This design comes from an exercise in tuning for small area and a short achievable clock period on the open sky130 flow, not from production work. Where RTL was checked, it was by simulation tests only, not by an equivalence proof against the original.

==> branch tundra <==
==> flow/design.v <==
module assignment6 (
	output reg [15:0] result1,
	output reg [15:0] result2,
	input wire [7:0] character,
	input wire enable_character,
	input wire clk,
	input wire rst
);
	reg direction;           
	reg [9:0] q;
	reg [3:0] r1, r0;
	reg [3:0] d1, d0;
	function [3:0] nines(input [3:0] x);
		nines = {~(x[3] | x[2] | x[1]), x[2] ^ x[1], x[1], ~x[0]};
	endfunction
	function [3:0] tab10(input [3:0] x, input [39:0] t);
		integer i;
		begin
			tab10 = 4'd0;
			for (i = 0; i < 10; i = i + 1)
				tab10 = tab10 | ({4{x == i}} & t[4 * i +: 4]);
		end
	endfunction
	function [3:0] bcdsub(input [3:0] x, input [3:0] y);
		reg [4:0] t;
		begin
			t = {1'b0, x} - {1'b0, y};
			bcdsub = t[4] ? t[3:0] + 4'd10 : t[3:0];
		end
	endfunction
	function [4:0] bcdadd(input [3:0] x, input [3:0] y, input ci);
		reg [4:0] t;
		begin
			t = {1'b0, x} + {1'b0, y} + {4'd0, ci};
			bcdadd = t > 5'd9 ? {1'b1, t[3:0] + 4'd6} : t;
		end
	endfunction
	wire is_digit = character[7:4] == 4'h3 && (!character[3] || character[2:1] == 2'b00);
	wire is_lr = character == "L" || character == "R";
	wire is_nl = character == 8'h0a;
	wire [3:0] dg = character[3:0];
	wire [3:0] rlo = r0;
	wire [7:0] r = {r1, r0};
	wire [10:0] gt;     
	wire [9:1] tie;     
	assign gt[0] = 1'b1;
	assign gt[1] = q > 10'd65  || (q == 10'd65  && r > 8'h53);
	assign gt[2] = q > 10'd131 || (q == 10'd131 && r > 8'h07);
	assign gt[3] = q > 10'd196 || (q == 10'd196 && r > 8'h60);
	assign gt[4] = q > 10'd262 || (q == 10'd262 && r > 8'h14);
	assign gt[5] = q > 10'd327 || (q == 10'd327 && r >= 8'h68);    
	assign gt[6] = q > 10'd393 || (q == 10'd393 && r > 8'h21);
	assign gt[7] = q > 10'd458 || (q == 10'd458 && r > 8'h75);
	assign gt[8] = q > 10'd524 || (q == 10'd524 && r > 8'h28);
	assign gt[9] = q > 10'd589 || (q == 10'd589 && r > 8'h82);
	assign gt[10] = 1'b0;
	assign tie[1] = q == 10'd65  && r == 8'h53;
	assign tie[2] = q == 10'd131 && r == 8'h07;
	assign tie[3] = q == 10'd196 && r == 8'h60;
	assign tie[4] = q == 10'd262 && r == 8'h14;
	assign tie[5] = 1'b0;
	assign tie[6] = q == 10'd393 && r == 8'h21;
	assign tie[7] = q == 10'd458 && r == 8'h75;
	assign tie[8] = q == 10'd524 && r == 8'h28;
	assign tie[9] = q == 10'd589 && r == 8'h82;
	wire [3:0] dj =
		({4{tie[1]}} & 4'd6) | ({4{tie[2]}} & 4'd2) | ({4{tie[3]}} & 4'd8) |
		({4{tie[4]}} & 4'd4) | ({4{tie[6]}} & 4'd6) | ({4{tie[7]}} & 4'd2) |
		({4{tie[8]}} & 4'd8) | ({4{tie[9]}} & 4'd4);
	wire e = (|tie) && dg >= dj;
	wire [3:0] nr0_j = dg - dj;
	wire [9:0] sel;
	genvar gi;
	generate
		for (gi = 0; gi <= 9; gi = gi + 1) begin : g_sel
			assign sel[gi] = gt[gi] && !gt[gi + 1];
		end
	endgenerate
	wire [9:0] nak =
		({10{sel[0]}} & ~10'd0)   | ({10{sel[1]}} & ~10'd655) | ({10{sel[2]}} & ~10'd286) |
		({10{sel[3]}} & ~10'd942) | ({10{sel[4]}} & ~10'd573) | ({10{sel[5]}} & ~10'd204) |
		({10{sel[6]}} & ~10'd860) | ({10{sel[7]}} & ~10'd491) | ({10{sel[8]}} & ~10'd122) |
		({10{sel[9]}} & ~10'd778);
	wire [3:0] bk1 =
		({4{sel[1]}} & 4'd3) | ({4{sel[2]}} & 4'd7) | ({4{sel[4]}} & 4'd4) |
		({4{sel[5]}} & 4'd8) | ({4{sel[6]}} & 4'd1) | ({4{sel[7]}} & 4'd5) |
		({4{sel[8]}} & 4'd8) | ({4{sel[9]}} & 4'd2);
	wire [3:0] bk0 =
		({4{sel[1]}} & 4'd6) | ({4{sel[2]}} & 4'd2) | ({4{sel[3]}} & 4'd8) |
		({4{sel[4]}} & 4'd4) | ({4{sel[6]}} & 4'd6) | ({4{sel[7]}} & 4'd2) |
		({4{sel[8]}} & 4'd8) | ({4{sel[9]}} & 4'd4);
	wire [9:0] y0m1 = {q[6:0], 3'b000} + {q[8:0], 1'b0} + {6'd0, r1} + nak;
	wire [9:0] y0 = y0m1 + 10'd1;
	wire b0k = dg < bk0;
	wire borrow_k = rlo < bk1 || (rlo == bk1 && b0k);
	wire [9:0] nq_k = borrow_k ? y0m1 : y0;
	wire [3:0] nr0_k = bcdsub(dg, bk0);
	wire [3:0] nr1_k = b0k ? bcdsub(rlo, bk1 + 4'd1) : bcdsub(rlo, bk1);
	wire [9:0] n_q = e ? 10'd0 : nq_k;
	wire [3:0] n_r1 = e ? 4'd0 : nr1_k;
	wire [3:0] n_r0 = e ? nr0_j : nr0_k;
	wire r_gt68 = r > 8'h68;
	wire r_gt36 = r > 8'h36;
	wire ge = gt[5];                                   
	wire flip = q > 10'd327 || (q == 10'd327 && r_gt68);    
	wire nz = q != 10'd0 || r != 8'h00;
	wire neg = direction ? ge : (nz && !flip);
	wire [3:0] f0 = tab10(r0, {4'd7, 4'd8, 4'd9, 4'd0, 4'd1, 4'd2, 4'd3, 4'd4, 4'd5, 4'd6});
	wire r0_gt6 = r0 > 4'd6;
	wire [3:0] f1 = r0_gt6 ? tab10(r1, {4'd3, 4'd4, 4'd5, 4'd6, 4'd7, 4'd8, 4'd9, 4'd0, 4'd1, 4'd2})
	                       : tab10(r1, {4'd4, 4'd5, 4'd6, 4'd7, 4'd8, 4'd9, 4'd0, 4'd1, 4'd2, 4'd3});
	wire [3:0] rm1 = flip ? f1 : r1;
	wire [3:0] rm0 = flip ? f0 : r0;
	wire d_nz = d0 != 4'd0 || d1 != 4'd0;
	wire d0_nz = d0 != 4'd0;
	wire [3:0] md0 = d0_nz ? 4'd10 - d0 : 4'd0;
	wire [3:0] md1 = d0_nz ? nines(d1) : (d1 != 4'd0 ? 4'd10 - d1 : 4'd0);
	wire [3:0] v1 = neg ? d1 : md1;
	wire [3:0] v0 = neg ? d0 : md0;
	wire rm_ge_v = rm1 > v1 || (rm1 == v1 && rm0 >= v0);
	wire nd_zero = rm1 == v1 && rm0 == v0;
	wire hit = d_nz && rm_ge_v;
	wire [3:0] o1 = neg ? nines(rm1) : rm1;
	wire [3:0] o0 = neg ? nines(rm0) : rm0;
	wire [4:0] u0 = bcdadd(d0, o0, neg);
	wire [4:0] u1 = bcdadd(d1, o1, u0[4]);
	wire turn = enable_character && is_nl;
	wire [15:0] res2_next = result2 + {{6{flip}}, q ^ {10{flip}}} + {6'd0, flip ? 10'd655 : 10'd0}
		+ {15'd0, flip && !r_gt36} + {15'd0, hit};
	wire [15:0] res1_next = result1 + 16'd1;
	wire ld_a = rst || (enable_character && !is_lr);
	wire clr_a = rst || !is_digit;
	wire ld_t = rst || turn;
	wire ld_1 = rst || (turn && nd_zero);
	always @(posedge clk) begin
		if (enable_character && is_lr)
			direction <= character[4];    
		if (ld_a) begin
			q <= clr_a ? 10'd0 : n_q;
			r1 <= clr_a ? 4'd0 : n_r1;
			r0 <= clr_a ? 4'd0 : n_r0;
		end
		if (ld_t) begin
			d1 <= rst ? 4'd5 : u1[3:0];
			d0 <= rst ? 4'd0 : u0[3:0];
			result2 <= rst ? 16'd0 : res2_next;
		end
		if (ld_1)
			result1 <= rst ? 16'd0 : res1_next;
	end
endmodule
module aoc_dial_top (
	output wire [15:0] result_part1,
	output wire [15:0] result_part2,
	input wire [7:0] character,
	input wire enable_character,
	input wire clk,
	input wire rst
);
	assignment6 m_dial (result_part1, result_part2, character, enable_character, clk, rst);
endmodule
==> flow/run.sh <==
#!/bin/bash
# synth_recipe.tcl (not shown) runs the flow's synth.tcl, then flattens the netlist and writes it again
# the make line also repeats each setting of config.mk as NAME=value (left out here)
make -C /OpenROAD-flow-scripts/flow DESIGN_CONFIG=/design/flow/config.mk WORK_HOME=/design/flow/orfs CLKGATE_MAP_FILE= SYNTH_SCRIPT=/design/flow/synth_recipe.tcl finish
==> flow/config.mk <==
export PLATFORM = sky130hd
export DESIGN_NAME = aoc_dial_top
export DESIGN_NICKNAME = aoc_dial_top
export VERILOG_FILES = /design/flow/design.v
export SDC_FILE = /design/flow/constraint.sdc
export NUM_CORES = 4
export LEC_CHECK = 0
export ABC_AREA = 1
export CAP_MARGIN = 20
export CORE_MARGIN = 2
export CORE_UTILIZATION = 65
export PLACE_DENSITY = 0.75
export SLEW_MARGIN = 20
==> flow/constraint.sdc <==
create_clock -name core_clock -period 19.0 [get_ports {clk}]
set_input_delay 3.8000 -clock core_clock [delete_from_list [all_inputs] [get_ports {clk}]]
set_output_delay 3.8000 -clock core_clock [all_outputs]
set_load 0.01 [all_outputs]
==> inputs of branch harbor, as changes to branch tundra <==
--- a/flow/design.v
+++ b/flow/design.v
@@ -33,6 +33,28 @@
 		begin
 			t = {1'b0, x} + {1'b0, y} + {4'd0, ci};
 			bcdadd = t > 5'd9 ? {1'b1, t[3:0] + 4'd6} : t;
+		end
+	endfunction
+	function [10:0] skadd10(input [9:0] a, input [9:0] b, input ci);
+		reg [9:0] g, p, gg, pp;
+		reg [10:0] c;
+		integer i, l, j;
+		begin
+			g = a & b;
+			p = a ^ b;
+			gg = g;
+			pp = p;
+			for (l = 0; l < 4; l = l + 1)
+				for (i = 0; i < 10; i = i + 1)
+					if ((i >> l) & 1) begin
+						j = ((i >> (l + 1)) << (l + 1)) + (1 << l) - 1;
+						gg[i] = gg[i] | (pp[i] & gg[j]);
+						pp[i] = pp[i] & pp[j];
+					end
+			c[0] = ci;
+			for (i = 1; i <= 10; i = i + 1)
+				c[i] = gg[i - 1] | (pp[i - 1] & ci);
+			skadd10 = {c[10], p ^ c[9:0]};
 		end
 	endfunction
 	wire is_digit = character[7:4] == 4'h3 && (!character[3] || character[2:1] == 2'b00);
@@ -91,7 +113,8 @@
 		({4{sel[8]}} & 4'd8) | ({4{sel[9]}} & 4'd4);
 	wire [9:0] y0m1 = {q[6:0], 3'b000} + {q[8:0], 1'b0} + {6'd0, r1} + nak;
 	wire [9:0] y0 = y0m1 + 10'd1;
-	wire b0k = dg < bk0;
+	wire b0k = ((sel[2] || sel[7]) && dg < 4'd2) || ((sel[4] || sel[9]) && dg < 4'd4) ||
+		((sel[1] || sel[6]) && dg < 4'd6) || ((sel[3] || sel[8]) && dg < 4'd8);
 	wire borrow_k = rlo < bk1 || (rlo == bk1 && b0k);
 	wire [9:0] nq_k = borrow_k ? y0m1 : y0;
 	wire [3:0] nr0_k = bcdsub(dg, bk0);
@@ -125,8 +148,15 @@
 	wire [4:0] u0 = bcdadd(d0, o0, neg);
 	wire [4:0] u1 = bcdadd(d1, o1, u0[4]);
 	wire turn = enable_character && is_nl;
-	wire [15:0] res2_next = result2 + {{6{flip}}, q ^ {10{flip}}} + {6'd0, flip ? 10'd655 : 10'd0}
-		+ {15'd0, flip && !r_gt36} + {15'd0, hit};
+	wire [9:0] xa = result2[9:0];
+	wire [9:0] xb = q ^ {10{flip}};
+	wire [9:0] xc = {10{flip}} & 10'd655;
+	wire [9:0] cs_s = xa ^ xb ^ xc;
+	wire [10:0] cs_c = {(xa & xb) | (xa & xc) | (xb & xc), flip && !r_gt36};
+	wire [10:0] lo = skadd10(cs_s, cs_c[9:0], hit);
+	wire up = lo[10] ^ cs_c[10] ^ flip;
+	wire [5:0] hi_ones = {&result2[14:10], &result2[13:10], &result2[12:10], &result2[11:10], result2[10], 1'b1};
+	wire [15:0] res2_next = {result2[15:10] ^ ({6{up}} & hi_ones), lo[9:0]};
 	wire [15:0] res1_next = result1 + 16'd1;
 	wire ld_a = rst || (enable_character && !is_lr);
 	wire clr_a = rst || !is_digit;
==> flow/flow/run.sh (new file) <==
#!/bin/bash
# Standard layout, with plain buffers on the ports instead of the delay
# buffers buffer_ports picks by default, and a clock tree of small buffers
# without dummy loads.
set -e
export BUFFER_PORTS_ARGS="-buffer_cell sky130_fd_sc_hd__buf_1"
export CTS_ARGS="-sink_clustering_enable -repair_clock_nets -buf_list sky130_fd_sc_hd__clkbuf_8 -dont_use_dummy_load"
export SETUP_SLACK_MARGIN=13.5
bash standard.sh > standard.log 2>&1
==> flow/standard.sh (new file) <==
#!/bin/bash
# synth_recipe.tcl (not shown) runs the flow's synth.tcl, then flattens the netlist and writes it again
# the make line also repeats each setting of config.mk as NAME=value (left out here)
make -C /OpenROAD-flow-scripts/flow DESIGN_CONFIG=/design/flow/config.mk WORK_HOME=/design/flow/orfs CLKGATE_MAP_FILE= SYNTH_SCRIPT=/design/flow/synth_recipe.tcl "${@:-finish}"
CORE_UTILIZATION = 40   (was 65)
PLACE_DENSITY = not set   (was 0.75)
removed: flow/run.sh
==> inputs of branch zinc, as changes to branch tundra <==
==> flow/design.v, changed modules only <==
module assignment6 (
	output reg [15:0] result1,
	output reg [15:0] result2,
	input wire [7:0] character,
	input wire enable_character,
	input wire clk,
	input wire rst
);
	reg direction;           
	reg [9:0] q;
	reg [3:0] r1, r0;
	reg [3:0] d1, d0;
	function [3:0] nines(input [3:0] x);
		nines = {~(x[3] | x[2] | x[1]), x[2] ^ x[1], x[1], ~x[0]};
	endfunction
	function [3:0] tab10(input [3:0] x, input [39:0] t);
		integer i;
		begin
			tab10 = 4'd0;
			for (i = 0; i < 10; i = i + 1)
				tab10 = tab10 | ({4{x == i}} & t[4 * i +: 4]);
		end
	endfunction
	function [3:0] bcdsub(input [3:0] x, input [3:0] y);
		reg [4:0] t;
		begin
			t = {1'b0, x} - {1'b0, y};
			bcdsub = t[4] ? t[3:0] + 4'd10 : t[3:0];
		end
	endfunction
	function [4:0] bcdadd(input [3:0] x, input [3:0] y, input ci);
		reg [4:0] t;
		begin
			t = {1'b0, x} + {1'b0, y} + {4'd0, ci};
			bcdadd = t > 5'd9 ? {1'b1, t[3:0] + 4'd6} : t;
		end
	endfunction
	function [10:0] skadd10(input [9:0] a, input [9:0] b, input ci);
		reg [9:0] g, p, gg, pp;
		reg [10:0] c;
		integer i, l, j;
		begin
			g = a & b;
			p = a ^ b;
			gg = g;
			pp = p;
			for (l = 0; l < 4; l = l + 1)
				for (i = 0; i < 10; i = i + 1)
					if ((i >> l) & 1) begin
						j = ((i >> (l + 1)) << (l + 1)) + (1 << l) - 1;
						gg[i] = gg[i] | (pp[i] & gg[j]);
						pp[i] = pp[i] & pp[j];
					end
			c[0] = ci;
			for (i = 1; i <= 10; i = i + 1)
				c[i] = gg[i - 1] | (pp[i - 1] & ci);
			skadd10 = {c[10], p ^ c[9:0]};
		end
	endfunction
	wire is_digit = character[7:4] == 4'h3 && (!character[3] || character[2:1] == 2'b00);
	wire is_lr = character == "L" || character == "R";
	wire is_nl = character == 8'h0a;
	wire [3:0] dg = character[3:0];
	wire [3:0] rlo = r0;
	wire [7:0] r = {r1, r0};
	wire [10:0] gt;     
	wire [9:1] tie;     
	assign gt[0] = 1'b1;
	assign gt[1] = q > 10'd65  || (q == 10'd65  && r > 8'h53);
	assign gt[2] = q > 10'd131 || (q == 10'd131 && r > 8'h07);
	assign gt[3] = q > 10'd196 || (q == 10'd196 && r > 8'h60);
	assign gt[4] = q > 10'd262 || (q == 10'd262 && r > 8'h14);
	assign gt[5] = q > 10'd327 || (q == 10'd327 && r >= 8'h68);    
	assign gt[6] = q > 10'd393 || (q == 10'd393 && r > 8'h21);
	assign gt[7] = q > 10'd458 || (q == 10'd458 && r > 8'h75);
	assign gt[8] = q > 10'd524 || (q == 10'd524 && r > 8'h28);
	assign gt[9] = q > 10'd589 || (q == 10'd589 && r > 8'h82);
	assign gt[10] = 1'b0;
	assign tie[1] = q == 10'd65  && r == 8'h53;
	assign tie[2] = q == 10'd131 && r == 8'h07;
	assign tie[3] = q == 10'd196 && r == 8'h60;
	assign tie[4] = q == 10'd262 && r == 8'h14;
	assign tie[5] = 1'b0;
	assign tie[6] = q == 10'd393 && r == 8'h21;
	assign tie[7] = q == 10'd458 && r == 8'h75;
	assign tie[8] = q == 10'd524 && r == 8'h28;
	assign tie[9] = q == 10'd589 && r == 8'h82;
	wire td2 = tie[2] || tie[7];
	wire td4 = tie[4] || tie[9];
	wire td6 = tie[1] || tie[6];
	wire td8 = tie[3] || tie[8];
	wire e = (td2 && dg >= 4'd2) || (td4 && dg >= 4'd4) || (td6 && dg >= 4'd6) || (td8 && dg >= 4'd8);
	wire [3:0] nr0_j =
		({4{td2}} & tab10(dg, {4'd7, 4'd6, 4'd5, 4'd4, 4'd3, 4'd2, 4'd1, 4'd0, 4'd9, 4'd8})) | ({4{td4}} & tab10(dg, {4'd5, 4'd4, 4'd3, 4'd2, 4'd1, 4'd0, 4'd9, 4'd8, 4'd7, 4'd6})) |
		({4{td6}} & tab10(dg, {4'd3, 4'd2, 4'd1, 4'd0, 4'd9, 4'd8, 4'd7, 4'd6, 4'd5, 4'd4})) | ({4{td8}} & tab10(dg, {4'd1, 4'd0, 4'd9, 4'd8, 4'd7, 4'd6, 4'd5, 4'd4, 4'd3, 4'd2}));
	wire [9:0] sel;
	genvar gi;
	generate
		for (gi = 0; gi <= 9; gi = gi + 1) begin : g_sel
			assign sel[gi] = gt[gi] && !gt[gi + 1];
		end
	endgenerate
	wire [9:0] nak =
		({10{sel[0]}} & ~10'd0)   | ({10{sel[1]}} & ~10'd655) | ({10{sel[2]}} & ~10'd286) |
		({10{sel[3]}} & ~10'd942) | ({10{sel[4]}} & ~10'd573) | ({10{sel[5]}} & ~10'd204) |
		({10{sel[6]}} & ~10'd860) | ({10{sel[7]}} & ~10'd491) | ({10{sel[8]}} & ~10'd122) |
		({10{sel[9]}} & ~10'd778);
	wire [3:0] bk1 =
		({4{sel[1]}} & 4'd3) | ({4{sel[2]}} & 4'd7) | ({4{sel[4]}} & 4'd4) |
		({4{sel[5]}} & 4'd8) | ({4{sel[6]}} & 4'd1) | ({4{sel[7]}} & 4'd5) |
		({4{sel[8]}} & 4'd8) | ({4{sel[9]}} & 4'd2);
	wire [3:0] bk0 =
		({4{sel[1]}} & 4'd6) | ({4{sel[2]}} & 4'd2) | ({4{sel[3]}} & 4'd8) |
		({4{sel[4]}} & 4'd4) | ({4{sel[6]}} & 4'd6) | ({4{sel[7]}} & 4'd2) |
		({4{sel[8]}} & 4'd8) | ({4{sel[9]}} & 4'd4);
	wire [9:0] ya = {q[6:0], 3'b000}, yb = {q[8:0], 1'b0}, yc = {6'd0, r1};
	wire [9:0] ys1 = ya ^ yb ^ yc;
	wire [9:0] yc1 = {(ya[8:0] & yb[8:0]) | (ya[8:0] & yc[8:0]) | (yb[8:0] & yc[8:0]), 1'b0};
	wire [9:0] ys2 = ys1 ^ yc1 ^ nak;
	wire [9:0] yc2 = {(ys1[8:0] & yc1[8:0]) | (ys1[8:0] & nak[8:0]) | (yc1[8:0] & nak[8:0]), 1'b0};
	wire bz0 = sel[0] || sel[5];
	wire bz2 = sel[2] || sel[7];
	wire bz4 = sel[4] || sel[9];
	wire bz6 = sel[1] || sel[6];
	wire bz8 = sel[3] || sel[8];
	wire b0k = (bz2 && dg < 4'd2) || (bz4 && dg < 4'd4) || (bz6 && dg < 4'd6) || (bz8 && dg < 4'd8);
	wire [3:0] nr0_k =
		({4{bz0}} & dg) | ({4{bz2}} & tab10(dg, {4'd7, 4'd6, 4'd5, 4'd4, 4'd3, 4'd2, 4'd1, 4'd0, 4'd9, 4'd8})) | ({4{bz4}} & tab10(dg, {4'd5, 4'd4, 4'd3, 4'd2, 4'd1, 4'd0, 4'd9, 4'd8, 4'd7, 4'd6})) |
		({4{bz6}} & tab10(dg, {4'd3, 4'd2, 4'd1, 4'd0, 4'd9, 4'd8, 4'd7, 4'd6, 4'd5, 4'd4})) | ({4{bz8}} & tab10(dg, {4'd1, 4'd0, 4'd9, 4'd8, 4'd7, 4'd6, 4'd5, 4'd4, 4'd3, 4'd2}));
	wire borrow_k = rlo < bk1 || (rlo == bk1 && b0k);
	wire [10:0] yk = skadd10(ys2, yc2, !borrow_k);
	wire [9:0] nq_k = yk[9:0];
	wire [3:0] nr1_k = b0k ? bcdsub(rlo, bk1 + 4'd1) : bcdsub(rlo, bk1);
	wire [9:0] n_q = e ? 10'd0 : nq_k;
	wire [3:0] n_r1 = e ? 4'd0 : nr1_k;
	wire [3:0] n_r0 = e ? nr0_j : nr0_k;
	wire r_gt68 = r > 8'h68;
	wire r_gt36 = r > 8'h36;
	wire ge = gt[5];                                   
	wire flip = q > 10'd327 || (q == 10'd327 && r_gt68);    
	wire nz = q != 10'd0 || r != 8'h00;
	wire neg = direction ? ge : (nz && !flip);
	wire [3:0] f0 = tab10(r0, {4'd7, 4'd8, 4'd9, 4'd0, 4'd1, 4'd2, 4'd3, 4'd4, 4'd5, 4'd6});
	wire r0_gt6 = r0 > 4'd6;
	wire [3:0] f1 = r0_gt6 ? tab10(r1, {4'd3, 4'd4, 4'd5, 4'd6, 4'd7, 4'd8, 4'd9, 4'd0, 4'd1, 4'd2})
	                       : tab10(r1, {4'd4, 4'd5, 4'd6, 4'd7, 4'd8, 4'd9, 4'd0, 4'd1, 4'd2, 4'd3});
	wire [3:0] rm1 = flip ? f1 : r1;
	wire [3:0] rm0 = flip ? f0 : r0;
	wire d_nz = d0 != 4'd0 || d1 != 4'd0;
	wire d0_nz = d0 != 4'd0;
	wire [3:0] md0 = d0_nz ? 4'd10 - d0 : 4'd0;
	wire [3:0] md1 = d0_nz ? nines(d1) : (d1 != 4'd0 ? 4'd10 - d1 : 4'd0);
	wire [3:0] v1 = neg ? d1 : md1;
	wire [3:0] v0 = neg ? d0 : md0;
	wire rm_ge_v = rm1 > v1 || (rm1 == v1 && rm0 >= v0);
	wire nd_zero = rm1 == v1 && rm0 == v0;
	wire hit = d_nz && rm_ge_v;
	wire [3:0] o1 = neg ? nines(rm1) : rm1;
	wire [3:0] o0 = neg ? nines(rm0) : rm0;
	wire [4:0] u0 = bcdadd(d0, o0, neg);
	wire [4:0] u1 = bcdadd(d1, o1, u0[4]);
	wire turn = enable_character && is_nl;
	wire [9:0] xa = result2[9:0];
	wire [9:0] xb = q ^ {10{flip}};
	wire [9:0] xc = {10{flip}} & 10'd655;
	wire [9:0] cs_s = xa ^ xb ^ xc;
	wire [10:0] cs_c = {(xa & xb) | (xa & xc) | (xb & xc), flip && !r_gt36};
	wire [10:0] lo = skadd10(cs_s, cs_c[9:0], hit);
	wire up = lo[10] ^ cs_c[10] ^ flip;
	wire [5:0] hi_inc = result2[15:10] + 6'd1;
	wire [15:0] res2_next = {up ? hi_inc : result2[15:10], lo[9:0]};
	wire [15:0] res1_next = result1 + 16'd1;
	wire ld_a = rst || (enable_character && !is_lr);
	wire clr_a = rst || !is_digit;
	wire ld_t = rst || turn;
	wire ld_1 = rst || (turn && nd_zero);
	always @(posedge clk) begin
		if (enable_character && is_lr)
			direction <= character[4];    
		if (ld_a) begin
			q <= clr_a ? 10'd0 : n_q;
			r1 <= clr_a ? 4'd0 : n_r1;
			r0 <= clr_a ? 4'd0 : n_r0;
		end
		if (ld_t) begin
			d1 <= rst ? 4'd5 : u1[3:0];
			d0 <= rst ? 4'd0 : u0[3:0];
			result2 <= rst ? 16'd0 : res2_next;
		end
		if (ld_1)
			result1 <= rst ? 16'd0 : res1_next;
	end
endmodule
==> flow/flow/run.sh (new file) <==
#!/bin/bash
# The standard flow's layout (standard.sh) with three changes to how it is made:
# - synthesis is the standard flow's script, with ABC mapping by flow/abc_area.script
#   (registers are untouched: they are mapped before ABC runs);
# - plain buffers on the ports instead of the delay buffers buffer_ports
#   picks by default;
# - a clock tree of clkbuf_8 without dummy loads.
set -e
W=$PWD
export BUFFER_PORTS_ARGS="-buffer_cell sky130_fd_sc_hd__buf_2"
export CTS_ARGS="-sink_clustering_enable -repair_clock_nets -buf_list sky130_fd_sc_hd__clkbuf_8 -dont_use_dummy_load"
{
	echo "proc abc {args} { set i [lsearch \$args -script]; if {\$i >= 0} { lset args [expr {\$i + 1}] $W/flow/abc_area.script }; yosys abc {*}\$args }"
	cat synth_recipe.tcl
} > flow_synth.tcl
sed "s#SYNTH_SCRIPT=[^ ]*#SYNTH_SCRIPT=$W/flow_synth.tcl#" standard.sh > standard_flow_synth.sh
bash standard_flow_synth.sh synth > synth.log 2>&1
export SETUP_SLACK_MARGIN=13.3
bash standard.sh > standard.log 2>&1
==> flow/flow/abc_area.script (new file) <==
strash
ifraig
scorr
dc2
strash
&get -n
&st
&dch -f
&nf -R 1000
&put
topo
stime -c
upsize -c
dnsize -c
==> flow/standard.sh (new file) <==
#!/bin/bash
# synth_recipe.tcl (not shown) runs the flow's synth.tcl, then flattens the netlist and writes it again
# the make line also repeats each setting of config.mk as NAME=value (left out here)
make -C /OpenROAD-flow-scripts/flow DESIGN_CONFIG=/design/flow/config.mk WORK_HOME=/design/flow/orfs CLKGATE_MAP_FILE= SYNTH_SCRIPT=/design/flow/synth_recipe.tcl "${@:-finish}"
CORE_UTILIZATION = 40   (was 65)
PLACE_DENSITY = not set   (was 0.75)
removed: flow/run.sh
==> out/results.txt <==
Rel. slew slack = 41.97%
Critical R2R Capture = m_dial.result2[12]
Row cnt = 45
Share of post-route cells with drive strength above 1 = 24.94%
Switch share = 42.84%
Path depth of the worst reg2reg path = 33
Status = finished clean
-- figures above: branch zinc

==> out/results.txt <==
Area growth from synthesis to layout = 13.80%
Path depth of the worst reg2reg path = 26
Rel. slew slack = 58.74%
Cell type taking the most area = multi-input combinational cells
Critical R2R Capture = m_dial.d1[2]
Top Usage Layer GRT = met2
Share of post-route cells with drive strength above 1 = 12.51%
Share of the synthesized area in the top cell type = 24.04%
Switch share = 47.82%
Row cnt = 49
Final #Nets = 1,255
Status = finished clean
-- figures above: branch harbor

==> out/results.txt <==
Share of post-route cells with drive strength above 1 = 10.83%
Via Count = 7,059
Switch share = 45.19%
Path depth of the worst reg2reg path = 32
Final #Nets = 1,185
Status = finished clean
Rel. slew slack = 34.12%
Peak supply drop = 0.1552 mV
H-Tree Depth = 3
-- figures above: branch tundra

For branch zinc, only the layout was checked, not whether the RTL still works.

-- port drivers added, routing unchanged --
The results above use ideal ports. As a check the final layouts listed here were re-extracted and re-timed, cells and wires unchanged.
Step 1, drivers: a clkbuf_16 drives clk and a buf_2 each remaining input, both assumed.
Step 2 also shifts input and output timing later by t, the mid clock arrival at the registers, as if the neighbouring blocks saw the same clock.
Slacks: no drivers / after step 1 / after step 2; pairs: no drivers / after step 1.
run	t (ns)	setup slack, ns	clock arrival spread, ns	worst register clock-pin slew, ns
branch tundra	0.386	12.343 / 12.359 / 11.973	0.008 / 0.009	0.06 / 0.06
branch harbor	0.383	13.635 / 13.651 / 13.268	0.026 / 0.026	0.08 / 0.08
branch zinc	0.387	12.701 / 12.692 / 12.305	0.033 / 0.034	0.08 / 0.08
After both steps setup and hold are still met in every run listed. The setup slack of branch zinc, which loses most, moves by -0.009 ns with the drivers and by -0.396 ns with both steps.
